From an optimization exercise on the open Yosys and OpenROAD flow, aimed at small area; shortcuts taken in it are not production practice. The RTL was checked by simulation tests, not by an equivalence proof against the original design.

==> flow/design.v <==
`timescale 1ns / 1ps
module FFT_8pt(
    input clk, reset,
    input [11:0] real_in, imag_in,
    input [2:0] addr_real, addr_imag,
    input wr_en_real, wr_en_imag,
    output [23:0] fft_real_out, fft_imag_out
);
    reg [95:0] real_mem, imag_mem;
    reg [2:0] read_addr_real, read_addr_imag;
    integer a;
    always @(posedge clk) begin
        for (a = 0; a < 8; a = a + 1) begin
            if (wr_en_real && addr_real == a) real_mem[a*12 +: 12] <= {~real_in[11], real_in[10:0]};
            if (wr_en_imag && addr_imag == a) imag_mem[a*12 +: 12] <= {~imag_in[11], imag_in[10:0]};
        end
        if (!wr_en_real) read_addr_real <= addr_real;
        if (!wr_en_imag) read_addr_imag <= addr_imag;
    end
    wire [11:0] mr = real_mem[read_addr_real*12 +: 12];
    wire [11:0] mi = imag_mem[read_addr_imag*12 +: 12];
    reg [2:0] k;
    reg run;
    always @(posedge clk or posedge reset) begin
        if (reset) begin
            k <= 3'd0;
            run <= 1'b0;
        end else begin
            k <= k + 3'd1;
            if (k == 3'd7) run <= 1'b1;
        end
    end
    wire sw = k[0] & k[1];
    wire ng = k[2] & ~k[0];
    wire [11:0] cr = sw ? mi : (mr ^ {12{ng}});
    wire [11:0] ci = (sw ? mr : mi) ^ {12{sw | ng}};
    reg [11:0] rr [0:7];
    reg [11:0] ri [0:7];
    wire [11:0] er = run ? rr[0] : cr;
    wire [11:0] ei = run ? ri[0] : ci;
    integer q;
    always @(posedge clk) begin
        for (q = 0; q < 7; q = q + 1) begin
            rr[q] <= rr[q+1];
            ri[q] <= ri[q+1];
        end
        rr[7] <= er;
        ri[7] <= ei;
    end
    wire [2:0] j = k + 3'd1;
    wire [11:0] sr0 = rr[1];
    wire [11:0] sr1 = rr[2];
    wire [11:0] sr2 = rr[3];
    wire [11:0] sr3 = rr[4];
    wire [11:0] sr4 = rr[5];
    wire [11:0] sr5 = rr[6];
    wire [11:0] sr6 = rr[7];
    wire [11:0] sr7 = er;
    wire [11:0] si0 = ri[1];
    wire [11:0] si1 = ri[2];
    wire [11:0] si2 = ri[3];
    wire [11:0] si3 = ri[4];
    wire [11:0] si4 = ri[5];
    wire [11:0] si5 = ri[6];
    wire [11:0] si6 = ri[7];
    wire [11:0] si7 = ei;
    wire odd = j[0];
    wire sn = ~j[0] & (j[1] ^ j[2]);
    wire t1 = j[0] & ~j[1];
    wire t3 = j[0] & j[1];
    wire snt1 = (~j[0] & (j[1] ^ j[2])) | (j[0] & ~j[1]);
    wire snt3 = (~j[0] & (j[1] ^ j[2])) | (j[0] & j[1]);
    wire [7:0] tab_cb0r = 8'b11111010;
    wire cb0r = tab_cb0r[j];
    wire [7:0] tab_cb0i = 8'b11111010;
    wire cb0i = tab_cb0i[j];
    wire [7:0] tab_cb1r = 8'b10101010;
    wire cb1r = tab_cb1r[j];
    wire [7:0] tab_cb1i = 8'b11101110;
    wire cb1i = tab_cb1i[j];
    wire [7:0] tab_cb2r = 8'b10111110;
    wire cb2r = tab_cb2r[j];
    wire [7:0] tab_cb2i = 8'b10111110;
    wire cb2i = tab_cb2i[j];
    wire [7:0] tab_cb3r = 8'b10101010;
    wire cb3r = tab_cb3r[j];
    wire [7:0] tab_cb3i = 8'b10111011;
    wire cb3i = tab_cb3i[j];
    wire [7:0] tab_cc0r = 8'b01010100;
    wire cc0r = tab_cc0r[j];
    wire [7:0] tab_cc0i = 8'b01010100;
    wire cc0i = tab_cc0i[j];
    wire [7:0] tab_cc1r = 8'b11101110;
    wire cc1r = tab_cc1r[j];
    wire [7:0] tab_cc1i = 8'b01000100;
    wire cc1i = tab_cc1i[j];
    wire [3:0] kc;
    wire [7:0] tab_kc0 = 8'b00000100;
    assign kc[0] = tab_kc0[j];
    wire [7:0] tab_kc1 = 8'b10101010;
    assign kc[1] = tab_kc1[j];
    wire [7:0] tab_kc2 = 8'b01010101;
    assign kc[2] = tab_kc2[j];
    wire [7:0] tab_kc3 = 8'b00100110;
    assign kc[3] = tab_kc3[j];
    wire [23:0] yr, yi;
    wire w0, w1, w2, w3, w4, w5, w6, w7, w8, w9, w10, w11, w12, w13, w14, w15, w16, w17, w18, w19, w20, w21, w22, w23, w24, w25, w26, w27, w28, w29, w30, w31, w32, w33, w34, w35, w36, w37, w38, w39, w40, w41, w42, w43, w44, w45, w46, w47, w48, w49, w50, w51, w52, w53, w54, w55, w56, w57, w58, w59, w60, w61, w62, w63, w64, w65, w66, w67, w68, w69, w70, w71, w72, w73, w74, w75, w76, w77, w78, w79, w80, w81, w82, w83, w84, w85, w86, w87, w88, w89, w90, w91, w92, w93, w94, w95, w96, w97, w98, w99, w100, w101, w102, w103, w104, w105, w106, w107, w108, w109, w110, w111, w112, w113, w114, w115, w116, w117, w118, w119, w120, w121, w122, w123, w124, w125, w126, w127, w128, w129, w130, w131, w132, w133, w134, w135, w136, w137, w138, w139, w140, w141, w142, w143, w144, w145, w146, w147, w148, w149, w150, w151, w152, w153, w154, w155, w156, w157, w158, w159, w160, w161, w162, w163, w164, w165, w166, w167, w168, w169, w170, w171, w172, w173, w174, w175, w176, w177, w178, w179, w180, w181, w182, w183, w184, w185, w186, w187, w188, w189, w190, w191, w192, w193, w194, w195, w196, w197, w198, w199, w200, w201, w202, w203, w204, w205, w206, w207, w208, w209, w210, w211, w212, w213, w214, w215, w216, w217, w218, w219, w220, w221, w222, w223, w224, w225, w226, w227, w228, w229, w230, w231, w232, w233, w234, w235, w236, w237, w238, w239, w240, w241, w242, w243, w244, w245, w246, w247, w248, w249, w250, w251, w252, w253, w254, w255, w256, w257, w258, w259, w260, w261, w262, w263, w264, w265, w266, w267, w268, w269, w270, w271, w272, w273, w274, w275, w276, w277, w278, w279, w280, w281, w282, w283, w284, w285, w286, w287, w288, w289, w290, w291, w292, w293, w294, w295, w296, w297, w298, w299, w300, w301, w302, w303, w304, w305, w306, w307, w308, w309, w310, w311, w312, w313, w314, w315, w316, w317, w318, w319, w320, w321, w322, w323, w324, w325, w326, w327, w328, w329, w330, w331, w332, w333, w334, w335, w336, w337, w338, w339, w340, w341, w342, w343, w344, w345, w346, w347, w348, w349, w350, w351, w352, w353, w354, w355, w356, w357, w358, w359, w360, w361, w362, w363, w364, w365, w366, w367, w368, w369, w370, w371, w372, w373, w374, w375, w376, w377, w378, w379, w380, w381, w382, w383, w384, w385, w386, w387, w388, w389, w390, w391, w392, w393, w394, w395, w396, w397, w398, w399, w400, w401, w402, w403, w404, w405, w406, w407, w408, w409, w410, w411, w412, w413, w414, w415, w416, w417, w418, w419, w420, w421, w422, w423, w424, w425, w426, w427, w428, w429, w430, w431, w432, w433, w434, w435, w436, w437, w438, w439, w440, w441, w442, w443, w444, w445, w446, w447, w448, w449, w450, w451, w452, w453, w454, w455, w456, w457, w458, w459, w460, w461, w462, w463, w464, w465, w466, w467, w468, w469, w470, w471, w472, w473, w474, w475, w476, w477, w478, w479, w480, w481, w482, w483, w484, w485, w486, w487, w488, w489, w490, w491, w492, w493, w494, w495, w496, w497, w498, w499, w500, w501, w502, w503, w504, w505, w506, w507, w508, w509, w510, w511, w512, w513, w514, w515, w516, w517, w518, w519, w520, w521, w522, w523, w524, w525, w526, w527, w528, w529, w530, w531, w532, w533, w534, w535, w536, w537, w538, w539, w540, w541, w542, w543, w544, w545, w546, w547, w548, w549, w550, w551, w552, w553, w554, w555, w556, w557, w558, w559, w560, w561, w562, w563, w564, w565, w566, w567, w568, w569, w570, w571, w572, w573, w574, w575, w576, w577, w578, w579, w580, w581, w582, w583, w584, w585, w586, w587, w588, w589, w590, w591, w592, w593, w594, w595, w596, w597, w598, w599, w600, w601, w602, w603, w604, w605, w606, w607, w608, w609, w610, w611, w612, w613, w614, w615, w616, w617, w618, w619, w620, w621, w622, w623, w624, w625, w626, w627, w628, w629, w630, w631, w632, w633, w634, w635, w636, w637, w638, w639, w640, w641, w642, w643, w644, w645, w646, w647, w648, w649, w650, w651, w652, w653, w654, w655, w656, w657, w658, w659, w660, w661, w662, w663, w664, w665, w666, w667, w668, w669, w670, w671, w672, w673, w674, w675, w676, w677, w678, w679, w680, w681, w682, w683, w684, w685, w686, w687, w688, w689, w690, w691, w692, w693, w694, w695, w696, w697, w698, w699, w700, w701, w702, w703, w704, w705, w706, w707, w708, w709, w710, w711, w712, w713, w714, w715, w716, w717, w718, w719, w720, w721, w722, w723, w724, w725, w726, w727, w728, w729, w730, w731, w732, w733, w734, w735, w736, w737, w738, w739, w740, w741, w742, w743, w744, w745, w746, w747, w748, w749, w750, w751, w752, w753, w754, w755, w756, w757, w758, w759, w760, w761, w762, w763, w764, w765, w766, w767, w768, w769, w770, w771, w772, w773, w774, w775, w776, w777, w778, w779, w780, w781, w782, w783, w784, w785, w786, w787, w788, w789, w790, w791, w792, w793, w794, w795, w796, w797, w798, w799, w800, w801, w802, w803, w804, w805, w806, w807, w808, w809, w810, w811, w812, w813, w814, w815, w816, w817, w818, w819, w820, w821, w822, w823, w824, w825, w826, w827, w828, w829, w830, w831, w832, w833, w834, w835, w836, w837, w838, w839, w840, w841, w842, w843, w844, w845, w846, w847, w848, w849, w850, w851, w852, w853, w854, w855, w856, w857, w858, w859, w860, w861, w862, w863, w864, w865, w866, w867, w868, w869, w870, w871, w872, w873, w874, w875, w876, w877, w878, w879, w880, w881, w882, w883, w884, w885, w886, w887, w888, w889, w890;
    assign w0 = ~sr4[0];
    assign w1 = ~sr4[1];
    assign w2 = ~sr4[2];
    assign w3 = ~sr4[3];
    assign w4 = ~sr4[4];
    assign w5 = ~sr4[5];
    assign w6 = ~sr4[6];
    assign w7 = ~sr4[7];
    assign w8 = ~sr4[8];
    assign w9 = ~sr4[9];
    assign w10 = ~sr4[10];
    assign w11 = ~sr4[11];
    fft_fa uw12 (.a(sr0[0]), .b(w0), .c(cb0r), .s(w12), .co(w13));
    fft_fa uw14 (.a(sr0[1]), .b(w1), .c(w13), .s(w14), .co(w15));
    fft_fa uw16 (.a(sr0[2]), .b(w2), .c(w15), .s(w16), .co(w17));
    fft_fa uw18 (.a(sr0[3]), .b(w3), .c(w17), .s(w18), .co(w19));
    fft_fa uw20 (.a(sr0[4]), .b(w4), .c(w19), .s(w20), .co(w21));
    fft_fa uw22 (.a(sr0[5]), .b(w5), .c(w21), .s(w22), .co(w23));
    fft_fa uw24 (.a(sr0[6]), .b(w6), .c(w23), .s(w24), .co(w25));
    fft_fa uw26 (.a(sr0[7]), .b(w7), .c(w25), .s(w26), .co(w27));
    fft_fa uw28 (.a(sr0[8]), .b(w8), .c(w27), .s(w28), .co(w29));
    fft_fa uw30 (.a(sr0[9]), .b(w9), .c(w29), .s(w30), .co(w31));
    fft_fa uw32 (.a(sr0[10]), .b(w10), .c(w31), .s(w32), .co(w33));
    fft_fa uw34 (.a(sr0[11]), .b(w11), .c(w33), .s(w34), .co(w35));
    fft_fa uw36 (.a(sr1[0]), .b(sr5[0]), .c(cb1r), .s(w36), .co(w37));
    fft_fa uw38 (.a(sr1[1]), .b(sr5[1]), .c(w37), .s(w38), .co(w39));
    fft_fa uw40 (.a(sr1[2]), .b(sr5[2]), .c(w39), .s(w40), .co(w41));
    fft_fa uw42 (.a(sr1[3]), .b(sr5[3]), .c(w41), .s(w42), .co(w43));
    fft_fa uw44 (.a(sr1[4]), .b(sr5[4]), .c(w43), .s(w44), .co(w45));
    fft_fa uw46 (.a(sr1[5]), .b(sr5[5]), .c(w45), .s(w46), .co(w47));
    fft_fa uw48 (.a(sr1[6]), .b(sr5[6]), .c(w47), .s(w48), .co(w49));
    fft_fa uw50 (.a(sr1[7]), .b(sr5[7]), .c(w49), .s(w50), .co(w51));
    fft_fa uw52 (.a(sr1[8]), .b(sr5[8]), .c(w51), .s(w52), .co(w53));
    fft_fa uw54 (.a(sr1[9]), .b(sr5[9]), .c(w53), .s(w54), .co(w55));
    fft_fa uw56 (.a(sr1[10]), .b(sr5[10]), .c(w55), .s(w56), .co(w57));
    fft_fa uw58 (.a(sr1[11]), .b(sr5[11]), .c(w57), .s(w58), .co(w59));
    assign w60 = ~sr6[0];
    assign w61 = ~sr6[1];
    assign w62 = ~sr6[2];
    assign w63 = ~sr6[3];
    assign w64 = ~sr6[4];
    assign w65 = ~sr6[5];
    assign w66 = ~sr6[6];
    assign w67 = ~sr6[7];
    assign w68 = ~sr6[8];
    assign w69 = ~sr6[9];
    assign w70 = ~sr6[10];
    assign w71 = ~sr6[11];
    fft_fa uw72 (.a(sr2[0]), .b(w60), .c(cb2r), .s(w72), .co(w73));
    fft_fa uw74 (.a(sr2[1]), .b(w61), .c(w73), .s(w74), .co(w75));
    fft_fa uw76 (.a(sr2[2]), .b(w62), .c(w75), .s(w76), .co(w77));
    fft_fa uw78 (.a(sr2[3]), .b(w63), .c(w77), .s(w78), .co(w79));
    fft_fa uw80 (.a(sr2[4]), .b(w64), .c(w79), .s(w80), .co(w81));
    fft_fa uw82 (.a(sr2[5]), .b(w65), .c(w81), .s(w82), .co(w83));
    fft_fa uw84 (.a(sr2[6]), .b(w66), .c(w83), .s(w84), .co(w85));
    fft_fa uw86 (.a(sr2[7]), .b(w67), .c(w85), .s(w86), .co(w87));
    fft_fa uw88 (.a(sr2[8]), .b(w68), .c(w87), .s(w88), .co(w89));
    fft_fa uw90 (.a(sr2[9]), .b(w69), .c(w89), .s(w90), .co(w91));
    fft_fa uw92 (.a(sr2[10]), .b(w70), .c(w91), .s(w92), .co(w93));
    fft_fa uw94 (.a(sr2[11]), .b(w71), .c(w93), .s(w94), .co(w95));
    fft_fa uw96 (.a(sr3[0]), .b(sr7[0]), .c(cb3r), .s(w96), .co(w97));
    fft_fa uw98 (.a(sr3[1]), .b(sr7[1]), .c(w97), .s(w98), .co(w99));
    fft_fa uw100 (.a(sr3[2]), .b(sr7[2]), .c(w99), .s(w100), .co(w101));
    fft_fa uw102 (.a(sr3[3]), .b(sr7[3]), .c(w101), .s(w102), .co(w103));
    fft_fa uw104 (.a(sr3[4]), .b(sr7[4]), .c(w103), .s(w104), .co(w105));
    fft_fa uw106 (.a(sr3[5]), .b(sr7[5]), .c(w105), .s(w106), .co(w107));
    fft_fa uw108 (.a(sr3[6]), .b(sr7[6]), .c(w107), .s(w108), .co(w109));
    fft_fa uw110 (.a(sr3[7]), .b(sr7[7]), .c(w109), .s(w110), .co(w111));
    fft_fa uw112 (.a(sr3[8]), .b(sr7[8]), .c(w111), .s(w112), .co(w113));
    fft_fa uw114 (.a(sr3[9]), .b(sr7[9]), .c(w113), .s(w114), .co(w115));
    fft_fa uw116 (.a(sr3[10]), .b(sr7[10]), .c(w115), .s(w116), .co(w117));
    fft_fa uw118 (.a(sr3[11]), .b(sr7[11]), .c(w117), .s(w118), .co(w119));
    assign w120 = ~si4[0];
    assign w121 = ~si4[1];
    assign w122 = ~si4[2];
    assign w123 = ~si4[3];
    assign w124 = ~si4[4];
    assign w125 = ~si4[5];
    assign w126 = ~si4[6];
    assign w127 = ~si4[7];
    assign w128 = ~si4[8];
    assign w129 = ~si4[9];
    assign w130 = ~si4[10];
    assign w131 = ~si4[11];
    fft_fa uw132 (.a(si0[0]), .b(w120), .c(cb0i), .s(w132), .co(w133));
    fft_fa uw134 (.a(si0[1]), .b(w121), .c(w133), .s(w134), .co(w135));
    fft_fa uw136 (.a(si0[2]), .b(w122), .c(w135), .s(w136), .co(w137));
    fft_fa uw138 (.a(si0[3]), .b(w123), .c(w137), .s(w138), .co(w139));
    fft_fa uw140 (.a(si0[4]), .b(w124), .c(w139), .s(w140), .co(w141));
    fft_fa uw142 (.a(si0[5]), .b(w125), .c(w141), .s(w142), .co(w143));
    fft_fa uw144 (.a(si0[6]), .b(w126), .c(w143), .s(w144), .co(w145));
    fft_fa uw146 (.a(si0[7]), .b(w127), .c(w145), .s(w146), .co(w147));
    fft_fa uw148 (.a(si0[8]), .b(w128), .c(w147), .s(w148), .co(w149));
    fft_fa uw150 (.a(si0[9]), .b(w129), .c(w149), .s(w150), .co(w151));
    fft_fa uw152 (.a(si0[10]), .b(w130), .c(w151), .s(w152), .co(w153));
    fft_fa uw154 (.a(si0[11]), .b(w131), .c(w153), .s(w154), .co(w155));
    fft_fa uw156 (.a(si1[0]), .b(si5[0]), .c(cb1i), .s(w156), .co(w157));
    fft_fa uw158 (.a(si1[1]), .b(si5[1]), .c(w157), .s(w158), .co(w159));
    fft_fa uw160 (.a(si1[2]), .b(si5[2]), .c(w159), .s(w160), .co(w161));
    fft_fa uw162 (.a(si1[3]), .b(si5[3]), .c(w161), .s(w162), .co(w163));
    fft_fa uw164 (.a(si1[4]), .b(si5[4]), .c(w163), .s(w164), .co(w165));
    fft_fa uw166 (.a(si1[5]), .b(si5[5]), .c(w165), .s(w166), .co(w167));
    fft_fa uw168 (.a(si1[6]), .b(si5[6]), .c(w167), .s(w168), .co(w169));
    fft_fa uw170 (.a(si1[7]), .b(si5[7]), .c(w169), .s(w170), .co(w171));
    fft_fa uw172 (.a(si1[8]), .b(si5[8]), .c(w171), .s(w172), .co(w173));
    fft_fa uw174 (.a(si1[9]), .b(si5[9]), .c(w173), .s(w174), .co(w175));
    fft_fa uw176 (.a(si1[10]), .b(si5[10]), .c(w175), .s(w176), .co(w177));
    fft_fa uw178 (.a(si1[11]), .b(si5[11]), .c(w177), .s(w178), .co(w179));
    assign w180 = ~si6[0];
    assign w181 = ~si6[1];
    assign w182 = ~si6[2];
    assign w183 = ~si6[3];
    assign w184 = ~si6[4];
    assign w185 = ~si6[5];
    assign w186 = ~si6[6];
    assign w187 = ~si6[7];
    assign w188 = ~si6[8];
    assign w189 = ~si6[9];
    assign w190 = ~si6[10];
    assign w191 = ~si6[11];
    fft_fa uw192 (.a(si2[0]), .b(w180), .c(cb2i), .s(w192), .co(w193));
    fft_fa uw194 (.a(si2[1]), .b(w181), .c(w193), .s(w194), .co(w195));
    fft_fa uw196 (.a(si2[2]), .b(w182), .c(w195), .s(w196), .co(w197));
    fft_fa uw198 (.a(si2[3]), .b(w183), .c(w197), .s(w198), .co(w199));
    fft_fa uw200 (.a(si2[4]), .b(w184), .c(w199), .s(w200), .co(w201));
    fft_fa uw202 (.a(si2[5]), .b(w185), .c(w201), .s(w202), .co(w203));
    fft_fa uw204 (.a(si2[6]), .b(w186), .c(w203), .s(w204), .co(w205));
    fft_fa uw206 (.a(si2[7]), .b(w187), .c(w205), .s(w206), .co(w207));
    fft_fa uw208 (.a(si2[8]), .b(w188), .c(w207), .s(w208), .co(w209));
    fft_fa uw210 (.a(si2[9]), .b(w189), .c(w209), .s(w210), .co(w211));
    fft_fa uw212 (.a(si2[10]), .b(w190), .c(w211), .s(w212), .co(w213));
    fft_fa uw214 (.a(si2[11]), .b(w191), .c(w213), .s(w214), .co(w215));
    fft_fa uw216 (.a(si3[0]), .b(si7[0]), .c(cb3i), .s(w216), .co(w217));
    fft_fa uw218 (.a(si3[1]), .b(si7[1]), .c(w217), .s(w218), .co(w219));
    fft_fa uw220 (.a(si3[2]), .b(si7[2]), .c(w219), .s(w220), .co(w221));
    fft_fa uw222 (.a(si3[3]), .b(si7[3]), .c(w221), .s(w222), .co(w223));
    fft_fa uw224 (.a(si3[4]), .b(si7[4]), .c(w223), .s(w224), .co(w225));
    fft_fa uw226 (.a(si3[5]), .b(si7[5]), .c(w225), .s(w226), .co(w227));
    fft_fa uw228 (.a(si3[6]), .b(si7[6]), .c(w227), .s(w228), .co(w229));
    fft_fa uw230 (.a(si3[7]), .b(si7[7]), .c(w229), .s(w230), .co(w231));
    fft_fa uw232 (.a(si3[8]), .b(si7[8]), .c(w231), .s(w232), .co(w233));
    fft_fa uw234 (.a(si3[9]), .b(si7[9]), .c(w233), .s(w234), .co(w235));
    fft_fa uw236 (.a(si3[10]), .b(si7[10]), .c(w235), .s(w236), .co(w237));
    fft_fa uw238 (.a(si3[11]), .b(si7[11]), .c(w237), .s(w238), .co(w239));
    fft_fa uw240 (.a(w12), .b(w72), .c(cc0r), .s(w240), .co(w241));
    fft_fa uw242 (.a(w14), .b(w74), .c(w241), .s(w242), .co(w243));
    fft_fa uw244 (.a(w16), .b(w76), .c(w243), .s(w244), .co(w245));
    fft_fa uw246 (.a(w18), .b(w78), .c(w245), .s(w246), .co(w247));
    fft_fa uw248 (.a(w20), .b(w80), .c(w247), .s(w248), .co(w249));
    fft_fa uw250 (.a(w22), .b(w82), .c(w249), .s(w250), .co(w251));
    fft_fa uw252 (.a(w24), .b(w84), .c(w251), .s(w252), .co(w253));
    fft_fa uw254 (.a(w26), .b(w86), .c(w253), .s(w254), .co(w255));
    fft_fa uw256 (.a(w28), .b(w88), .c(w255), .s(w256), .co(w257));
    fft_fa uw258 (.a(w30), .b(w90), .c(w257), .s(w258), .co(w259));
    fft_fa uw260 (.a(w32), .b(w92), .c(w259), .s(w260), .co(w261));
    fft_fa uw262 (.a(w34), .b(w94), .c(w261), .s(w262), .co(w263));
    fft_fa uw264 (.a(w35), .b(w95), .c(w263), .s(w264), .co(w265));
    fft_fa uw266 (.a(w132), .b(w192), .c(cc0i), .s(w266), .co(w267));
    fft_fa uw268 (.a(w134), .b(w194), .c(w267), .s(w268), .co(w269));
    fft_fa uw270 (.a(w136), .b(w196), .c(w269), .s(w270), .co(w271));
    fft_fa uw272 (.a(w138), .b(w198), .c(w271), .s(w272), .co(w273));
    fft_fa uw274 (.a(w140), .b(w200), .c(w273), .s(w274), .co(w275));
    fft_fa uw276 (.a(w142), .b(w202), .c(w275), .s(w276), .co(w277));
    fft_fa uw278 (.a(w144), .b(w204), .c(w277), .s(w278), .co(w279));
    fft_fa uw280 (.a(w146), .b(w206), .c(w279), .s(w280), .co(w281));
    fft_fa uw282 (.a(w148), .b(w208), .c(w281), .s(w282), .co(w283));
    fft_fa uw284 (.a(w150), .b(w210), .c(w283), .s(w284), .co(w285));
    fft_fa uw286 (.a(w152), .b(w212), .c(w285), .s(w286), .co(w287));
    fft_fa uw288 (.a(w154), .b(w214), .c(w287), .s(w288), .co(w289));
    fft_fa uw290 (.a(w155), .b(w215), .c(w289), .s(w290), .co(w291));
    assign w292 = ~w216;
    assign w293 = ~w218;
    assign w294 = ~w220;
    assign w295 = ~w222;
    assign w296 = ~w224;
    assign w297 = ~w226;
    assign w298 = ~w228;
    assign w299 = ~w230;
    assign w300 = ~w232;
    assign w301 = ~w234;
    assign w302 = ~w236;
    assign w303 = ~w238;
    assign w304 = ~w239;
    fft_fa uw305 (.a(w36), .b(w292), .c(cc1r), .s(w305), .co(w306));
    fft_fa uw307 (.a(w38), .b(w293), .c(w306), .s(w307), .co(w308));
    fft_fa uw309 (.a(w40), .b(w294), .c(w308), .s(w309), .co(w310));
    fft_fa uw311 (.a(w42), .b(w295), .c(w310), .s(w311), .co(w312));
    fft_fa uw313 (.a(w44), .b(w296), .c(w312), .s(w313), .co(w314));
    fft_fa uw315 (.a(w46), .b(w297), .c(w314), .s(w315), .co(w316));
    fft_fa uw317 (.a(w48), .b(w298), .c(w316), .s(w317), .co(w318));
    fft_fa uw319 (.a(w50), .b(w299), .c(w318), .s(w319), .co(w320));
    fft_fa uw321 (.a(w52), .b(w300), .c(w320), .s(w321), .co(w322));
    fft_fa uw323 (.a(w54), .b(w301), .c(w322), .s(w323), .co(w324));
    fft_fa uw325 (.a(w56), .b(w302), .c(w324), .s(w325), .co(w326));
    fft_fa uw327 (.a(w58), .b(w303), .c(w326), .s(w327), .co(w328));
    fft_fa uw329 (.a(w59), .b(w304), .c(w328), .s(w329), .co(w330));
    fft_fa uw331 (.a(w156), .b(w96), .c(cc1i), .s(w331), .co(w332));
    fft_fa uw333 (.a(w158), .b(w98), .c(w332), .s(w333), .co(w334));
    fft_fa uw335 (.a(w160), .b(w100), .c(w334), .s(w335), .co(w336));
    fft_fa uw337 (.a(w162), .b(w102), .c(w336), .s(w337), .co(w338));
    fft_fa uw339 (.a(w164), .b(w104), .c(w338), .s(w339), .co(w340));
    fft_fa uw341 (.a(w166), .b(w106), .c(w340), .s(w341), .co(w342));
    fft_fa uw343 (.a(w168), .b(w108), .c(w342), .s(w343), .co(w344));
    fft_fa uw345 (.a(w170), .b(w110), .c(w344), .s(w345), .co(w346));
    fft_fa uw347 (.a(w172), .b(w112), .c(w346), .s(w347), .co(w348));
    fft_fa uw349 (.a(w174), .b(w114), .c(w348), .s(w349), .co(w350));
    fft_fa uw351 (.a(w176), .b(w116), .c(w350), .s(w351), .co(w352));
    fft_fa uw353 (.a(w178), .b(w118), .c(w352), .s(w353), .co(w354));
    fft_fa uw355 (.a(w179), .b(w119), .c(w354), .s(w355), .co(w356));
    assign w357 = t1 ? w331 : w305;
    assign w358 = w357 ^ sn;
    assign w359 = t1 ? w333 : w307;
    assign w360 = w359 ^ sn;
    assign w361 = t1 ? w335 : w309;
    assign w362 = w361 ^ sn;
    assign w363 = t1 ? w337 : w311;
    assign w364 = w363 ^ sn;
    assign w365 = t1 ? w339 : w313;
    assign w366 = w365 ^ sn;
    assign w367 = t1 ? w341 : w315;
    assign w368 = w367 ^ sn;
    assign w369 = t1 ? w343 : w317;
    assign w370 = w369 ^ sn;
    assign w371 = t1 ? w345 : w319;
    assign w372 = w371 ^ sn;
    assign w373 = t1 ? w347 : w321;
    assign w374 = w373 ^ sn;
    assign w375 = t1 ? w349 : w323;
    assign w376 = w375 ^ sn;
    assign w377 = t1 ? w351 : w325;
    assign w378 = w377 ^ sn;
    assign w379 = t1 ? w353 : w327;
    assign w380 = w379 ^ sn;
    assign w381 = t1 ? w355 : w329;
    assign w382 = w381 ^ sn;
    assign w383 = t1 ? w356 : w330;
    assign w384 = w383 ^ sn;
    assign w385 = t1 ? w305 : w331;
    assign w386 = w385 ^ snt1;
    assign w387 = t1 ? w307 : w333;
    assign w388 = w387 ^ snt1;
    assign w389 = t1 ? w309 : w335;
    assign w390 = w389 ^ snt1;
    assign w391 = t1 ? w311 : w337;
    assign w392 = w391 ^ snt1;
    assign w393 = t1 ? w313 : w339;
    assign w394 = w393 ^ snt1;
    assign w395 = t1 ? w315 : w341;
    assign w396 = w395 ^ snt1;
    assign w397 = t1 ? w317 : w343;
    assign w398 = w397 ^ snt1;
    assign w399 = t1 ? w319 : w345;
    assign w400 = w399 ^ snt1;
    assign w401 = t1 ? w321 : w347;
    assign w402 = w401 ^ snt1;
    assign w403 = t1 ? w323 : w349;
    assign w404 = w403 ^ snt1;
    assign w405 = t1 ? w325 : w351;
    assign w406 = w405 ^ snt1;
    assign w407 = t1 ? w327 : w353;
    assign w408 = w407 ^ snt1;
    assign w409 = t1 ? w329 : w355;
    assign w410 = w409 ^ snt1;
    assign w411 = t1 ? w330 : w356;
    assign w412 = w411 ^ snt1;
    assign w413 = w240 ^ sn;
    assign w414 = w242 ^ sn;
    assign w415 = w244 ^ sn;
    assign w416 = w246 ^ sn;
    assign w417 = w248 ^ sn;
    assign w418 = w250 ^ sn;
    assign w419 = w252 ^ sn;
    assign w420 = w254 ^ sn;
    assign w421 = w256 ^ sn;
    assign w422 = w258 ^ sn;
    assign w423 = w260 ^ sn;
    assign w424 = w262 ^ sn;
    assign w425 = w264 ^ sn;
    assign w426 = w265 ^ sn;
    assign w427 = w266 & odd;
    assign w428 = w427 ^ t3;
    assign w429 = w268 & odd;
    assign w430 = w429 ^ t3;
    assign w431 = w270 & odd;
    assign w432 = w431 ^ t3;
    assign w433 = w272 & odd;
    assign w434 = w433 ^ t3;
    assign w435 = w274 & odd;
    assign w436 = w435 ^ t3;
    assign w437 = w276 & odd;
    assign w438 = w437 ^ t3;
    assign w439 = w278 & odd;
    assign w440 = w439 ^ t3;
    assign w441 = w280 & odd;
    assign w442 = w441 ^ t3;
    assign w443 = w282 & odd;
    assign w444 = w443 ^ t3;
    assign w445 = w284 & odd;
    assign w446 = w445 ^ t3;
    assign w447 = w286 & odd;
    assign w448 = w447 ^ t3;
    assign w449 = w288 & odd;
    assign w450 = w449 ^ t3;
    assign w451 = w290 & odd;
    assign w452 = w451 ^ t3;
    assign w453 = w291 & odd;
    assign w454 = w453 ^ t3;
    fft_fa uw455 (.a(w413), .b(w428), .c(snt3), .s(w455), .co(w456));
    fft_fa uw457 (.a(w414), .b(w430), .c(w456), .s(w457), .co(w458));
    fft_fa uw459 (.a(w415), .b(w432), .c(w458), .s(w459), .co(w460));
    fft_fa uw461 (.a(w416), .b(w434), .c(w460), .s(w461), .co(w462));
    fft_fa uw463 (.a(w417), .b(w436), .c(w462), .s(w463), .co(w464));
    fft_fa uw465 (.a(w418), .b(w438), .c(w464), .s(w465), .co(w466));
    fft_fa uw467 (.a(w419), .b(w440), .c(w466), .s(w467), .co(w468));
    fft_fa uw469 (.a(w420), .b(w442), .c(w468), .s(w469), .co(w470));
    fft_fa uw471 (.a(w421), .b(w444), .c(w470), .s(w471), .co(w472));
    fft_fa uw473 (.a(w422), .b(w446), .c(w472), .s(w473), .co(w474));
    fft_fa uw475 (.a(w423), .b(w448), .c(w474), .s(w475), .co(w476));
    fft_fa uw477 (.a(w424), .b(w450), .c(w476), .s(w477), .co(w478));
    fft_fa uw479 (.a(w425), .b(w452), .c(w478), .s(w479), .co(w480));
    fft_fa uw481 (.a(w426), .b(w454), .c(w480), .s(w481), .co(w482));
    assign w483 = w266 ^ sn;
    assign w484 = w268 ^ sn;
    assign w485 = w270 ^ sn;
    assign w486 = w272 ^ sn;
    assign w487 = w274 ^ sn;
    assign w488 = w276 ^ sn;
    assign w489 = w278 ^ sn;
    assign w490 = w280 ^ sn;
    assign w491 = w282 ^ sn;
    assign w492 = w284 ^ sn;
    assign w493 = w286 ^ sn;
    assign w494 = w288 ^ sn;
    assign w495 = w290 ^ sn;
    assign w496 = w291 ^ sn;
    assign w497 = w240 & odd;
    assign w498 = w497 ^ t1;
    assign w499 = w242 & odd;
    assign w500 = w499 ^ t1;
    assign w501 = w244 & odd;
    assign w502 = w501 ^ t1;
    assign w503 = w246 & odd;
    assign w504 = w503 ^ t1;
    assign w505 = w248 & odd;
    assign w506 = w505 ^ t1;
    assign w507 = w250 & odd;
    assign w508 = w507 ^ t1;
    assign w509 = w252 & odd;
    assign w510 = w509 ^ t1;
    assign w511 = w254 & odd;
    assign w512 = w511 ^ t1;
    assign w513 = w256 & odd;
    assign w514 = w513 ^ t1;
    assign w515 = w258 & odd;
    assign w516 = w515 ^ t1;
    assign w517 = w260 & odd;
    assign w518 = w517 ^ t1;
    assign w519 = w262 & odd;
    assign w520 = w519 ^ t1;
    assign w521 = w264 & odd;
    assign w522 = w521 ^ t1;
    assign w523 = w265 & odd;
    assign w524 = w523 ^ t1;
    fft_fa uw525 (.a(w483), .b(w498), .c(snt1), .s(w525), .co(w526));
    fft_fa uw527 (.a(w484), .b(w500), .c(w526), .s(w527), .co(w528));
    fft_fa uw529 (.a(w485), .b(w502), .c(w528), .s(w529), .co(w530));
    fft_fa uw531 (.a(w486), .b(w504), .c(w530), .s(w531), .co(w532));
    fft_fa uw533 (.a(w487), .b(w506), .c(w532), .s(w533), .co(w534));
    fft_fa uw535 (.a(w488), .b(w508), .c(w534), .s(w535), .co(w536));
    fft_fa uw537 (.a(w489), .b(w510), .c(w536), .s(w537), .co(w538));
    fft_fa uw539 (.a(w490), .b(w512), .c(w538), .s(w539), .co(w540));
    fft_fa uw541 (.a(w491), .b(w514), .c(w540), .s(w541), .co(w542));
    fft_fa uw543 (.a(w492), .b(w516), .c(w542), .s(w543), .co(w544));
    fft_fa uw545 (.a(w493), .b(w518), .c(w544), .s(w545), .co(w546));
    fft_fa uw547 (.a(w494), .b(w520), .c(w546), .s(w547), .co(w548));
    fft_fa uw549 (.a(w495), .b(w522), .c(w548), .s(w549), .co(w550));
    fft_fa uw551 (.a(w496), .b(w524), .c(w550), .s(w551), .co(w552));
    assign w553 = w455 & odd;
    assign w554 = w457 & odd;
    assign w555 = w459 & odd;
    assign w556 = w461 & odd;
    assign w557 = w463 & odd;
    assign w558 = w465 & odd;
    assign w559 = w467 & odd;
    assign w560 = w469 & odd;
    assign w561 = w471 & odd;
    assign w562 = w473 & odd;
    assign w563 = w475 & odd;
    assign w564 = w477 & odd;
    assign w565 = w479 & odd;
    assign w566 = w481 & odd;
    assign w567 = w482 & odd;
    fft_ha uw568 (.a(w555), .b(w553), .s(w568), .co(w569));
    fft_fa uw570 (.a(w556), .b(w554), .c(w569), .s(w570), .co(w571));
    fft_fa uw572 (.a(w557), .b(w555), .c(w571), .s(w572), .co(w573));
    fft_fa uw574 (.a(w558), .b(w556), .c(w573), .s(w574), .co(w575));
    fft_fa uw576 (.a(w559), .b(w557), .c(w575), .s(w576), .co(w577));
    fft_fa uw578 (.a(w560), .b(w558), .c(w577), .s(w578), .co(w579));
    fft_fa uw580 (.a(w561), .b(w559), .c(w579), .s(w580), .co(w581));
    fft_fa uw582 (.a(w562), .b(w560), .c(w581), .s(w582), .co(w583));
    fft_fa uw584 (.a(w563), .b(w561), .c(w583), .s(w584), .co(w585));
    fft_fa uw586 (.a(w564), .b(w562), .c(w585), .s(w586), .co(w587));
    fft_fa uw588 (.a(w565), .b(w563), .c(w587), .s(w588), .co(w589));
    fft_fa uw590 (.a(w566), .b(w564), .c(w589), .s(w590), .co(w591));
    fft_fa uw592 (.a(w567), .b(w565), .c(w591), .s(w592), .co(w593));
    fft_ha uw594 (.a(w566), .b(w593), .s(w594), .co(w595));
    fft_ha uw596 (.a(w567), .b(w595), .s(w596), .co(w597));
    assign w598 = ~w553;
    assign w599 = ~w554;
    assign w600 = ~w568;
    assign w601 = ~w570;
    assign w602 = ~w572;
    assign w603 = ~w574;
    assign w604 = ~w576;
    assign w605 = ~w578;
    assign w606 = ~w580;
    assign w607 = ~w582;
    assign w608 = ~w584;
    assign w609 = ~w586;
    assign w610 = ~w588;
    assign w611 = ~w590;
    assign w612 = ~w592;
    assign w613 = ~w594;
    assign w614 = ~w596;
    assign w615 = ~w597;
    assign w616 = ~(w572 ^ w598);
    assign w617 = w572 | w598;
    fft_fa uw618 (.a(w574), .b(w599), .c(w617), .s(w618), .co(w619));
    fft_fa uw620 (.a(w576), .b(w600), .c(w619), .s(w620), .co(w621));
    fft_fa uw622 (.a(w578), .b(w601), .c(w621), .s(w622), .co(w623));
    fft_fa uw624 (.a(w358), .b(w455), .c(w580), .s(w624), .co(w625));
    fft_fa uw626 (.a(w602), .b(kc[0]), .c(w623), .s(w626), .co(w627));
    fft_fa uw628 (.a(w360), .b(w457), .c(w582), .s(w628), .co(w629));
    fft_fa uw630 (.a(w603), .b(w625), .c(w627), .s(w630), .co(w631));
    fft_fa uw632 (.a(w362), .b(w459), .c(w584), .s(w632), .co(w633));
    fft_fa uw634 (.a(w604), .b(w629), .c(w631), .s(w634), .co(w635));
    fft_fa uw636 (.a(w364), .b(w461), .c(w586), .s(w636), .co(w637));
    fft_fa uw638 (.a(w605), .b(w633), .c(w635), .s(w638), .co(w639));
    fft_fa uw640 (.a(w366), .b(w463), .c(w588), .s(w640), .co(w641));
    fft_fa uw642 (.a(w606), .b(w637), .c(w639), .s(w642), .co(w643));
    fft_fa uw644 (.a(w368), .b(w465), .c(w590), .s(w644), .co(w645));
    fft_fa uw646 (.a(w607), .b(w641), .c(w643), .s(w646), .co(w647));
    fft_fa uw648 (.a(w370), .b(w467), .c(w592), .s(w648), .co(w649));
    fft_fa uw650 (.a(w608), .b(kc[1]), .c(w645), .s(w650), .co(w651));
    fft_fa uw652 (.a(w647), .b(w648), .c(w650), .s(w652), .co(w653));
    fft_fa uw654 (.a(w372), .b(w469), .c(w594), .s(w654), .co(w655));
    fft_fa uw656 (.a(w609), .b(kc[1]), .c(w649), .s(w656), .co(w657));
    fft_fa uw658 (.a(w651), .b(w653), .c(w654), .s(w658), .co(w659));
    fft_fa uw660 (.a(w374), .b(w471), .c(w596), .s(w660), .co(w661));
    fft_fa uw662 (.a(w610), .b(w655), .c(w657), .s(w662), .co(w663));
    fft_fa uw664 (.a(w659), .b(w660), .c(w662), .s(w664), .co(w665));
    fft_fa uw666 (.a(w376), .b(w473), .c(w597), .s(w666), .co(w667));
    fft_fa uw668 (.a(w611), .b(kc[1]), .c(w661), .s(w668), .co(w669));
    fft_fa uw670 (.a(w663), .b(w665), .c(w666), .s(w670), .co(w671));
    fft_fa uw672 (.a(w378), .b(w475), .c(w612), .s(w672), .co(w673));
    fft_fa uw674 (.a(w667), .b(w669), .c(w671), .s(w674), .co(w675));
    fft_fa uw676 (.a(w380), .b(w477), .c(w613), .s(w676), .co(w677));
    fft_fa uw678 (.a(w673), .b(w675), .c(w676), .s(w678), .co(w679));
    fft_fa uw680 (.a(w382), .b(w479), .c(w614), .s(w680), .co(w681));
    fft_fa uw682 (.a(kc[1]), .b(w677), .c(w679), .s(w682), .co(w683));
    fft_fa uw684 (.a(w384), .b(w481), .c(w615), .s(w684), .co(w685));
    fft_fa uw686 (.a(kc[1]), .b(w681), .c(w683), .s(w686), .co(w687));
    fft_fa uw688 (.a(w482), .b(kc[1]), .c(w685), .s(w688), .co(w689));
    fft_ha uw690 (.a(w624), .b(w626), .s(w690), .co(w691));
    fft_fa uw692 (.a(w628), .b(w630), .c(w691), .s(w692), .co(w693));
    fft_fa uw694 (.a(w632), .b(w634), .c(w693), .s(w694), .co(w695));
    fft_fa uw696 (.a(w636), .b(w638), .c(w695), .s(w696), .co(w697));
    fft_fa uw698 (.a(w640), .b(w642), .c(w697), .s(w698), .co(w699));
    fft_fa uw700 (.a(w644), .b(w646), .c(w699), .s(w700), .co(w701));
    fft_ha uw702 (.a(w652), .b(w701), .s(w702), .co(w703));
    fft_fa uw704 (.a(w656), .b(w658), .c(w703), .s(w704), .co(w705));
    fft_ha uw706 (.a(w664), .b(w705), .s(w706), .co(w707));
    fft_fa uw708 (.a(w668), .b(w670), .c(w707), .s(w708), .co(w709));
    fft_fa uw710 (.a(w672), .b(w674), .c(w709), .s(w710), .co(w711));
    fft_ha uw712 (.a(w678), .b(w711), .s(w712), .co(w713));
    fft_fa uw714 (.a(w680), .b(w682), .c(w713), .s(w714), .co(w715));
    fft_fa uw716 (.a(w684), .b(w686), .c(w715), .s(w716), .co(w717));
    fft_fa uw718 (.a(w687), .b(w688), .c(w717), .s(w718), .co(w719));
    fft_fa uw720 (.a(kc[2]), .b(w689), .c(w719), .s(w720), .co(w721));
    assign w722 = w525 & odd;
    assign w723 = w527 & odd;
    assign w724 = w529 & odd;
    assign w725 = w531 & odd;
    assign w726 = w533 & odd;
    assign w727 = w535 & odd;
    assign w728 = w537 & odd;
    assign w729 = w539 & odd;
    assign w730 = w541 & odd;
    assign w731 = w543 & odd;
    assign w732 = w545 & odd;
    assign w733 = w547 & odd;
    assign w734 = w549 & odd;
    assign w735 = w551 & odd;
    assign w736 = w552 & odd;
    fft_ha uw737 (.a(w724), .b(w722), .s(w737), .co(w738));
    fft_fa uw739 (.a(w725), .b(w723), .c(w738), .s(w739), .co(w740));
    fft_fa uw741 (.a(w726), .b(w724), .c(w740), .s(w741), .co(w742));
    fft_fa uw743 (.a(w727), .b(w725), .c(w742), .s(w743), .co(w744));
    fft_fa uw745 (.a(w728), .b(w726), .c(w744), .s(w745), .co(w746));
    fft_fa uw747 (.a(w729), .b(w727), .c(w746), .s(w747), .co(w748));
    fft_fa uw749 (.a(w730), .b(w728), .c(w748), .s(w749), .co(w750));
    fft_fa uw751 (.a(w731), .b(w729), .c(w750), .s(w751), .co(w752));
    fft_fa uw753 (.a(w732), .b(w730), .c(w752), .s(w753), .co(w754));
    fft_fa uw755 (.a(w733), .b(w731), .c(w754), .s(w755), .co(w756));
    fft_fa uw757 (.a(w734), .b(w732), .c(w756), .s(w757), .co(w758));
    fft_fa uw759 (.a(w735), .b(w733), .c(w758), .s(w759), .co(w760));
    fft_fa uw761 (.a(w736), .b(w734), .c(w760), .s(w761), .co(w762));
    fft_ha uw763 (.a(w735), .b(w762), .s(w763), .co(w764));
    fft_ha uw765 (.a(w736), .b(w764), .s(w765), .co(w766));
    assign w767 = ~w722;
    assign w768 = ~w723;
    assign w769 = ~w737;
    assign w770 = ~w739;
    assign w771 = ~w741;
    assign w772 = ~w743;
    assign w773 = ~w745;
    assign w774 = ~w747;
    assign w775 = ~w749;
    assign w776 = ~w751;
    assign w777 = ~w753;
    assign w778 = ~w755;
    assign w779 = ~w757;
    assign w780 = ~w759;
    assign w781 = ~w761;
    assign w782 = ~w763;
    assign w783 = ~w765;
    assign w784 = ~w766;
    assign w785 = ~(w741 ^ w767);
    assign w786 = w741 | w767;
    fft_fa uw787 (.a(w743), .b(w768), .c(w786), .s(w787), .co(w788));
    fft_fa uw789 (.a(w745), .b(w769), .c(w788), .s(w789), .co(w790));
    fft_fa uw791 (.a(w747), .b(w770), .c(w790), .s(w791), .co(w792));
    fft_fa uw793 (.a(w386), .b(w525), .c(w749), .s(w793), .co(w794));
    fft_fa uw795 (.a(w771), .b(kc[3]), .c(w792), .s(w795), .co(w796));
    fft_fa uw797 (.a(w388), .b(w527), .c(w751), .s(w797), .co(w798));
    fft_fa uw799 (.a(w772), .b(w794), .c(w796), .s(w799), .co(w800));
    fft_fa uw801 (.a(w390), .b(w529), .c(w753), .s(w801), .co(w802));
    fft_fa uw803 (.a(w773), .b(w798), .c(w800), .s(w803), .co(w804));
    fft_fa uw805 (.a(w392), .b(w531), .c(w755), .s(w805), .co(w806));
    fft_fa uw807 (.a(w774), .b(w802), .c(w804), .s(w807), .co(w808));
    fft_fa uw809 (.a(w394), .b(w533), .c(w757), .s(w809), .co(w810));
    fft_fa uw811 (.a(w775), .b(w806), .c(w808), .s(w811), .co(w812));
    fft_fa uw813 (.a(w396), .b(w535), .c(w759), .s(w813), .co(w814));
    fft_fa uw815 (.a(w776), .b(w810), .c(w812), .s(w815), .co(w816));
    fft_fa uw817 (.a(w398), .b(w537), .c(w761), .s(w817), .co(w818));
    fft_fa uw819 (.a(w777), .b(kc[1]), .c(w814), .s(w819), .co(w820));
    fft_fa uw821 (.a(w816), .b(w817), .c(w819), .s(w821), .co(w822));
    fft_fa uw823 (.a(w400), .b(w539), .c(w763), .s(w823), .co(w824));
    fft_fa uw825 (.a(w778), .b(kc[1]), .c(w818), .s(w825), .co(w826));
    fft_fa uw827 (.a(w820), .b(w822), .c(w823), .s(w827), .co(w828));
    fft_fa uw829 (.a(w402), .b(w541), .c(w765), .s(w829), .co(w830));
    fft_fa uw831 (.a(w779), .b(w824), .c(w826), .s(w831), .co(w832));
    fft_fa uw833 (.a(w828), .b(w829), .c(w831), .s(w833), .co(w834));
    fft_fa uw835 (.a(w404), .b(w543), .c(w766), .s(w835), .co(w836));
    fft_fa uw837 (.a(w780), .b(kc[1]), .c(w830), .s(w837), .co(w838));
    fft_fa uw839 (.a(w832), .b(w834), .c(w835), .s(w839), .co(w840));
    fft_fa uw841 (.a(w406), .b(w545), .c(w781), .s(w841), .co(w842));
    fft_fa uw843 (.a(w836), .b(w838), .c(w840), .s(w843), .co(w844));
    fft_fa uw845 (.a(w408), .b(w547), .c(w782), .s(w845), .co(w846));
    fft_fa uw847 (.a(w842), .b(w844), .c(w845), .s(w847), .co(w848));
    fft_fa uw849 (.a(w410), .b(w549), .c(w783), .s(w849), .co(w850));
    fft_fa uw851 (.a(kc[1]), .b(w846), .c(w848), .s(w851), .co(w852));
    fft_fa uw853 (.a(w412), .b(w551), .c(w784), .s(w853), .co(w854));
    fft_fa uw855 (.a(kc[1]), .b(w850), .c(w852), .s(w855), .co(w856));
    fft_fa uw857 (.a(w552), .b(kc[1]), .c(w854), .s(w857), .co(w858));
    fft_ha uw859 (.a(w793), .b(w795), .s(w859), .co(w860));
    fft_fa uw861 (.a(w797), .b(w799), .c(w860), .s(w861), .co(w862));
    fft_fa uw863 (.a(w801), .b(w803), .c(w862), .s(w863), .co(w864));
    fft_fa uw865 (.a(w805), .b(w807), .c(w864), .s(w865), .co(w866));
    fft_fa uw867 (.a(w809), .b(w811), .c(w866), .s(w867), .co(w868));
    fft_fa uw869 (.a(w813), .b(w815), .c(w868), .s(w869), .co(w870));
    fft_ha uw871 (.a(w821), .b(w870), .s(w871), .co(w872));
    fft_fa uw873 (.a(w825), .b(w827), .c(w872), .s(w873), .co(w874));
    fft_ha uw875 (.a(w833), .b(w874), .s(w875), .co(w876));
    fft_fa uw877 (.a(w837), .b(w839), .c(w876), .s(w877), .co(w878));
    fft_fa uw879 (.a(w841), .b(w843), .c(w878), .s(w879), .co(w880));
    fft_ha uw881 (.a(w847), .b(w880), .s(w881), .co(w882));
    fft_fa uw883 (.a(w849), .b(w851), .c(w882), .s(w883), .co(w884));
    fft_fa uw885 (.a(w853), .b(w855), .c(w884), .s(w885), .co(w886));
    fft_fa uw887 (.a(w856), .b(w857), .c(w886), .s(w887), .co(w888));
    fft_fa uw889 (.a(kc[2]), .b(w858), .c(w888), .s(w889), .co(w890));
    assign yr[0] = w553;
    assign yr[1] = w554;
    assign yr[2] = w568;
    assign yr[3] = w570;
    assign yr[4] = w616;
    assign yr[5] = w618;
    assign yr[6] = w620;
    assign yr[7] = w622;
    assign yr[8] = w690;
    assign yr[9] = w692;
    assign yr[10] = w694;
    assign yr[11] = w696;
    assign yr[12] = w698;
    assign yr[13] = w700;
    assign yr[14] = w702;
    assign yr[15] = w704;
    assign yr[16] = w706;
    assign yr[17] = w708;
    assign yr[18] = w710;
    assign yr[19] = w712;
    assign yr[20] = w714;
    assign yr[21] = w716;
    assign yr[22] = w718;
    assign yr[23] = w720;
    assign yi[0] = w722;
    assign yi[1] = w723;
    assign yi[2] = w737;
    assign yi[3] = w739;
    assign yi[4] = w785;
    assign yi[5] = w787;
    assign yi[6] = w789;
    assign yi[7] = w791;
    assign yi[8] = w859;
    assign yi[9] = w861;
    assign yi[10] = w863;
    assign yi[11] = w865;
    assign yi[12] = w867;
    assign yi[13] = w869;
    assign yi[14] = w871;
    assign yi[15] = w873;
    assign yi[16] = w875;
    assign yi[17] = w877;
    assign yi[18] = w879;
    assign yi[19] = w881;
    assign yi[20] = w883;
    assign yi[21] = w885;
    assign yi[22] = w887;
    assign yi[23] = w889;
    reg [23:0] out_r, out_i;
    always @(posedge clk) begin
        out_r <= yr;
        out_i <= yi;
    end
    assign fft_real_out = out_r;
    assign fft_imag_out = out_i;
endmodule
module fft_fa(input a, b, c, output s, co);
    assign s = a ^ b ^ c;
    assign co = (a & b) | (a & c) | (b & c);
endmodule
module fft_ha(input a, b, output s, co);
    assign s = a ^ b;
    assign co = a & b;
endmodule
==> flow/flow/run.sh <==
#!/bin/bash
# Standard layout, with three changes: ports are buffered with the smallest
# buffer, the clock tree uses larger sink clusters and no dummy loads, and
# after global routing cells on paths with slack are downsized.
set -euo pipefail
export BUFFER_PORTS_ARGS="-buffer_cell sky130_fd_sc_hd__buf_1"
export CTS_ARGS="-sink_clustering_enable -repair_clock_nets -dont_use_dummy_load -sink_clustering_size 24 -sink_clustering_max_diameter 120"
export RECOVER_POWER=100
bash standard.sh > standard.log 2>&1
==> flow/standard.sh <==
#!/bin/bash
# synth_recipe.tcl (not shown) runs the flow's synth.tcl, then flattens the netlist and writes it again
# the make line also repeats each setting of config.mk as NAME=value (left out here)
make -C /OpenROAD-flow-scripts/flow DESIGN_CONFIG=/design/flow/config.mk WORK_HOME=/design/flow/orfs CLKGATE_MAP_FILE= SYNTH_SCRIPT=/design/flow/synth_recipe.tcl "${@:-finish}"
==> flow/config.mk <==
export PLATFORM = sky130hd
export DESIGN_NAME = FFT_8pt
export DESIGN_NICKNAME = FFT_8pt
export VERILOG_FILES = /design/flow/design.v
export SDC_FILE = /design/flow/constraint.sdc
export NUM_CORES = 4
export LEC_CHECK = 0
export CAP_MARGIN = 20
export CORE_MARGIN = 2
export CORE_UTILIZATION = 65
export SLEW_MARGIN = 20
export SYNTH_HIERARCHICAL = 1
==> flow/constraint.sdc <==
create_clock -name core_clock -period 16.0 [get_ports {clk}]
set_input_delay 3.2000 -clock core_clock [delete_from_list [all_inputs] [get_ports {clk}]]
set_output_delay 3.2000 -clock core_clock [all_outputs]
set_load 0.01 [all_outputs]
==> impl_results.md, run 1 <==
* IO Port Bufs at 81
* Unique masters post-synth at 28
* Max Freq at 65.9 MHz
* Final ANT Viol Nets at 0
* Max Root-Sink Buffers at 3
* Die H at 186 µm
* Hold Path Class: reg -> reg
* CP Launch Type: flop
* Area contributors post-synth: edfxtp_1 28%, fa_1 27%, dfxtp_1 22%
* CP most frequent cell: fa_1
* Design Area, Final at 22,800 µm²
* DP Area at 22,400 µm²
* Endpoints failing setup at 0
* # rows at 66
* Largest net degree at the start of global routing at 43
* Initial Utilization at 66.1%
* First-pass GRT wire length at 60,600 µm
* Fill cell count at 2,232
* Mapped Area at 21,600 µm²
* CTS buffer count at 22
* WS Path Type: reg -> reg
* Total grt overflow at 0
* Area of the multi-input gates at 9950 µm²
* DRC violations left at 0
* Dpl hpwl at 30,000 µm
* P&R area growth vs syn at 5.67%
* CTS Hold Bufs at 0
* Crit. End Element: flop
* Critical path's largest stage delay at 560 ps
* Cell count after synthesis at 1,284
* WL final at 38,500 µm
* Synth warn at 9
* CTS tree: built
* Register area at 10,900 µm²
* First-pass DRT Iterations at 4
* Seq/Total Area, Yosys at 50.3%
* Top-area cell type share of the netlist area at 27.6%
* Post-CTS sizing at 0
* Antenna violations before repair at 0
* Slew headroom at -35.9%
* GRT Resource Usage Total at 23.9%
* Clk Latency, worst-skew pair at 560 ps
* Layout net count at 1,729
* Synth Area per Inst at 16.8 µm²
* Synth Register Bits at 442
* Final Slew Violations at 25
* Ports at 82
* Die ar. at 34,600 µm²
* Via count at 9,716
* Final antenna diode count at 0
* Vias in the first global route at 10,900
* CTS sink count at 442
* Outcome: failed layout checks
* Worst EP arrival at 15,550 ps
* Clock Skew at 61.2 ps
* Max-Cap Viols at 1
* Layout violations: capacitance limit, slew limit
* Final Hold Fails at 0
* Core Region at 32,600 µm²
* Worst EP required at 16,390 ps
* Crit path max-delay cell type: fa_1
* Via density at 5.35
* Worst-margin pin slew at 2040 ps
* Post-CTS Repair Setup Buffers at 0
* Root Driver: clkbuf_16
* Chip width at 186 µm
* Hold Slack at 330 ps
* Clk slew on worst S/H paths at 90 ps
* Drt initial violations at 473
* H-Tree Depth at 1
* Tcrit/Tclk final at 94.8%
* RSZ-0062 raised after global routing: no
* Syn Nets at 1,637
* Routed length per placed instance at 21.2 µm
* Minimum clock period at 15,160 ps
* Setup_tns at 0 ps
* Largest area contributor in the netlist: edfxtp_1
* CP max FO at 6
* Gpl congestion at 0.826
* Layout cells sized above 1 at 7.86%
[worst max-delay path, delay by kind of cell, from the launching register on]
kind / cells / cell delay, ps
AND/OR/NAND/NOR: 2 / 290
adder cells (fa/ha/maj): 32 / 13680
multiplexers: 1 / 370
flip-flops: 1 / 480
XOR/XNOR: 1 / 170
[per-layer routing]
metal / wire, µm / GRT usage [%] / vias to the layer above / share of wire, %
met1: 16500 / 32.7 / 5082 / 43
met3: 1220 / 2.60 / 45 / 3.2
met2: 19700 / 41.8 / 178 / 51
li1: - / - / 4411 / -
met4: 1030 / 5.86 / 0 / 2.7
met5: 0 / 0 / - / 0
[cell usage in the layout (no fill, tap or decap), drive strengths merged, types with 13 or more instances in the layout]
master  netlist  routed
nand2        42      42
nor2b        53      53
xnor2        82      82
edfxtp      198     198
xor2         15      15
inv         109     109
nor3         16      16
fa          296     296
mux2i        79      79
ha           23      23
nor2         13      13
clkbuf       19      64
buf          23      68
dfxtp       240     240
mux4         48      48
[per-module statistics from Yosys, one instance, submodules excluded]
| module | flops+latches | cells |
|---|---|---|
| FFT_8pt | 442 | 974 |
| fft_ha | 0 | 1 |
| fft_fa | 0 | 1 |
[state kept, by name, summed over array words and instances, names as in the netlist]
name / flops
run: 1
out_r: 24
k: 3
read_addr_real: 3
rr: 96
read_addr_imag: 3
out_i: 24
imag_mem: 96
real_mem: 96
ri: 96
[synth_stat cells]
master and count:
a221oi_2 12, buf_1 4, buf_12 1, buf_2 12
buf_4 1, buf_6 5, clkbuf_1 19, dfrtp_1 4
dfxtp_1 240, edfxtp_1 198, fa_1 296, ha_1 23
inv_1 109, mux2_2 1, mux2i_1 55, mux2i_2 7
mux2i_4 17, mux4_1 2, mux4_2 46, nand2_1 42
nand2b_1 10, nor2_1 13, nor2b_1 53, nor3_1 15
nor3_2 1, or2_2 1, xnor2_1 82, xor2_1 15
[final cells by class]
cell class              instances  area share, %
clock buffers                  22           2.42
inverters                     109           1.80
multi-input cells             691           43.7
flip-flops and latches        442           47.6
well taps                     442           2.43
repair buffers                110           2.01
[worst paths after layout]
path,cells after the start,endpoint,slack [ps],start
max in group asynchronous,2,k[2]$_DFF_PP0_,13300,reset
hold / removal,0,rr[4][6]$_DFF_P_,330,rr[5][6]$_DFF_P_
min in group asynchronous,2,run$_DFFE_PP0N_,2490,reset
setup reg to reg,36,out_r[23]$_DFF_P_,840,k[0]$_DFF_PP0_
hold reg to reg,0,rr[4][6]$_DFF_P_,330,rr[5][6]$_DFF_P_
setup / recovery,36,out_r[23]$_DFF_P_,840,k[0]$_DFF_PP0_
[metrics by stage]
stage | std cells | util (%) | setup WS, ps
5_1_grt | 1816 | 69.8 | 338
6_report | 1816 | 69.8 | 837
2_1_floorplan | 1284 | - | 1290
3_3_place_gp | 1794 | 68.7 | 1080
4_1_cts | 1816 | 70.4 | 793
3_5_place_dp | 1794 | 68.7 | 913
[kinds of logic after synthesis]
family | share of synthesized area (%)
xor+xnor | 3.94
compound gates | 0.836
buf+inv | 2.97
fa+ha+maj | 28.8
mux | 9.88
flops | 50.3
simple gates | 3.21
==> run 2, diff against run 1 <==
==> flow/flow/run.sh (replaced) <==
#!/bin/bash
# Standard layout, with two changes: ports are buffered with the smallest
# buffer, and the clock tree uses smaller buffers and no dummy loads.
set -euo pipefail
export BUFFER_PORTS_ARGS="-buffer_cell sky130_fd_sc_hd__buf_1"
export CTS_ARGS="-sink_clustering_enable -repair_clock_nets -dont_use_dummy_load -sink_clustering_size 16 -sink_clustering_max_diameter 80 -buf_list sky130_fd_sc_hd__clkbuf_8 -root_buf sky130_fd_sc_hd__clkbuf_16"
bash standard.sh > standard.log 2>&1
==> impl_results.md, run 2 <==
* Via density at 5.32
* CTS buffer count at 35
* IO Port Bufs at 81
* CP Launch Type: flop
* First-pass GRT wire length at 60,400 µm
* Antenna violations before repair at 0
* Final Slew Violations at 0
* CTS tree: built
* WS Path Type: reg -> reg
* # rows at 66
* Area contributors post-synth: edfxtp_1 28%, fa_1 27%, dfxtp_1 22%
* Placed cells at 1,794
* CP max FO at 6
* Outcome: timing/DRC/antenna clean
* Async set-reset flop share out of synthesis at 0.905%
* Design Area, Final at 22,900 µm²
* Post-CTS sizing at 0
* Most frequent cell after synthesis: fa_1
* Commonest cells after routing, fill and taps aside: 296 x fa_1, 240 x dfxtp_1, 198 x edfxtp_1, 108 x inv_1, 82 x xnor2_1
* Crit. End Element: flop
* GRT Resource Usage Total at 23.9%
* Dpl hpwl at 30,000 µm
* Via count at 9,730
* Layout cells sized above 1 at 11.0%
* Mapped Area at 21,600 µm²
* Die H at 186 µm
* DRC violations left at 0
* Largest area contributor in the netlist: edfxtp_1
* Synth warn at 9
* Worst EP arrival at 15,470 ps
* Largest net degree at the start of global routing at 43
* CTS sink count at 442
* Final Hold Fails at 0
* Dominant synthesized flop cell: dfxtp_1
* Final ANT Viol Nets at 0
* Clk Latency, worst-skew pair at 520 ps
* Finished Layout Cells at 1,829
* Minimum clock period at 15,090 ps
* Max Freq at 66.3 MHz
* Setup_tns at 0 ps
* Cell count after synthesis at 1,284
* Root Driver: clkbuf_16
* Total grt overflow at 0
* Slew headroom at 34.7%
* Vias in the first global route at 11,000
* Post-synth top cells: 296 x fa_1, 240 x dfxtp_1, 198 x edfxtp_1, 109 x inv_1, 82 x xnor2_1
* Clock Skew at 70.6 ps
* Synth Register Bits at 442
* DP Area at 22,400 µm²
* Clk slew on worst S/H paths at 100 ps
* P&R area growth vs syn at 6.46%
* Post-synth EDFFs at 198
* H-Tree Depth at 2
* Top-area cell type share of the netlist area at 27.6%
* CTS Hold Bufs at 0
* Unique masters post-synth at 28
* Max-Cap Viols at 0
* Seq/Total Area, Yosys at 50.3%
* Core Region at 32,600 µm²
* Worst-margin pin slew at 980 ps
* Tcrit/Tclk final at 94.3%
* Gpl congestion at 0.826
* WL final at 38,300 µm
* Commonest non-fill, non-tap cell in the layout: fa_1
* CP most frequent cell: fa_1
* Post-CTS Repair Setup Buffers at 0
* Endpoints failing setup at 0
* Ports at 82
* Die ar. at 34,600 µm²
* Crit path max-delay cell type: fa_1
* Critical path's largest stage delay at 560 ps
* Routed length per placed instance at 20.9 µm
* First-pass DRT Iterations at 4
* Syn Nets at 1,637
* Drt initial violations at 436
* Hold Path Class: reg -> reg
* Synth Area per Inst at 16.8 µm²
* Final antenna diode count at 0
* Chip width at 186 µm
* Worst EP required at 16,380 ps
* Max Root-Sink Buffers at 3
* RSZ-0062 raised after global routing: no
* Initial Utilization at 66.1%
* Layout net count at 1,742
run 2: cell count changes in the layout (fill, tap and decap cells not counted):
cell / delta
a221oi_1: -2
a221oi_2: +2
buf_1: +25
buf_4: +17
clkbuf_1: -42
clkbuf_16: -17
clkbuf_8: +30
inv_1: -1
inv_2: +1
mux2i_1: -12
mux2i_2: +5
mux2i_4: +7
run 2: per-stage QoR:
step           hold WS [ps]  util, %  setup WS (ps)
2_1_floorplan           331        -           1290
3_3_place_gp            335     68.7           1080
3_5_place_dp            335     68.7            913
4_1_cts                 334     70.3            876
5_1_grt                 352     70.3            394
6_report                329     70.3            911
run 2: layout make-up:
cell class	instances	area (µm²)
Sequential cell	442	10900
Multi-Input combinational cell	691	10100
Fill cell	2189	9670
Tap cell	442	553
Clock buffer	35	538
Timing Repair Buffer	110	522
Inverter	109	409
run 2: kinds of logic (layout without fill, tap and decap cells):
logic type,after synthesis,after routing,synth area share [%]
flip-flops,442,442,50.3
adder cells (fa/ha/maj),319,319,28.8
buffers and inverters,151,254,2.97
AND/OR/NAND/NOR,135,135,3.21
multiplexers,128,128,9.88
XOR/XNOR,97,97,3.94
AO/OA/AOI/OAI,12,12,0.836
run 2: Yosys stat by module (local to each module, per instance):
module	cells	cell area (µm²)
FFT_8pt	974	15500
fft_fa	1	20.0
fft_ha	1	12.5
run 2: per-layer routing:
metal / vias up / global-route usage (%) / wire length (µm)
met2: 188 / 40.4 / 19300
met3: 60 / 3.72 / 1480
met5: - / 0 / 0
li1: 4434 / - / -
met1: 5048 / 32.3 / 16200
met4: 0 / 8.31 / 1330
run 2: worst max-delay path: cells and delay by family (launching register included):
family                     cells  cell delay (ps)
muxes                          1              370
and+or+nand+nor                2              290
adders and majority gates     32            13660
xor gates and xnor gates       1              180
DFF                            1              480
run 2: final timing paths:
kind	slack (ps)	start	to	cells past startpoint
max	910	k[0]$_DFF_PP0_	out_r[23]$_DFF_P_	36
min	330	rr[5][4]$_DFF_P_	rr[4][4]$_DFF_P_	0
max reg2reg	910	k[0]$_DFF_PP0_	out_r[23]$_DFF_P_	36
min reg2reg	330	rr[5][4]$_DFF_P_	rr[4][4]$_DFF_P_	0
max in group asynchronous	13280	reset	k[2]$_DFF_PP0_	2
min in group asynchronous	2530	reset	run$_DFFE_PP0N_	2

==> port drivers added, routing unchanged <==
Ports are ideal in the flow. The routed layouts listed here were re-timed in OpenROAD.
Step 1 sets driving cells, clkbuf_16 on the clock port and buf_2 on the other inputs (assumed; they add their load-dependent delay and slew).
Step 2 times the ports against the registers' clock, not the clock port: input delays grow and output delays shrink by t, the midpoint of the rising clock arrivals with the driver on.
Slacks: ideal ports / drivers / drivers and shift; pairs: ideal ports / drivers.
run	t (ns)	setup slack, ns	clock arrival spread, ns	worst slew at a driven data input, ns
run 1	0.578	0.837 / 0.837 / 0.837	0.062 / 0.062	0.05
run 2	0.536	0.911 / 0.911 / 0.911	0.071 / 0.071	0.05
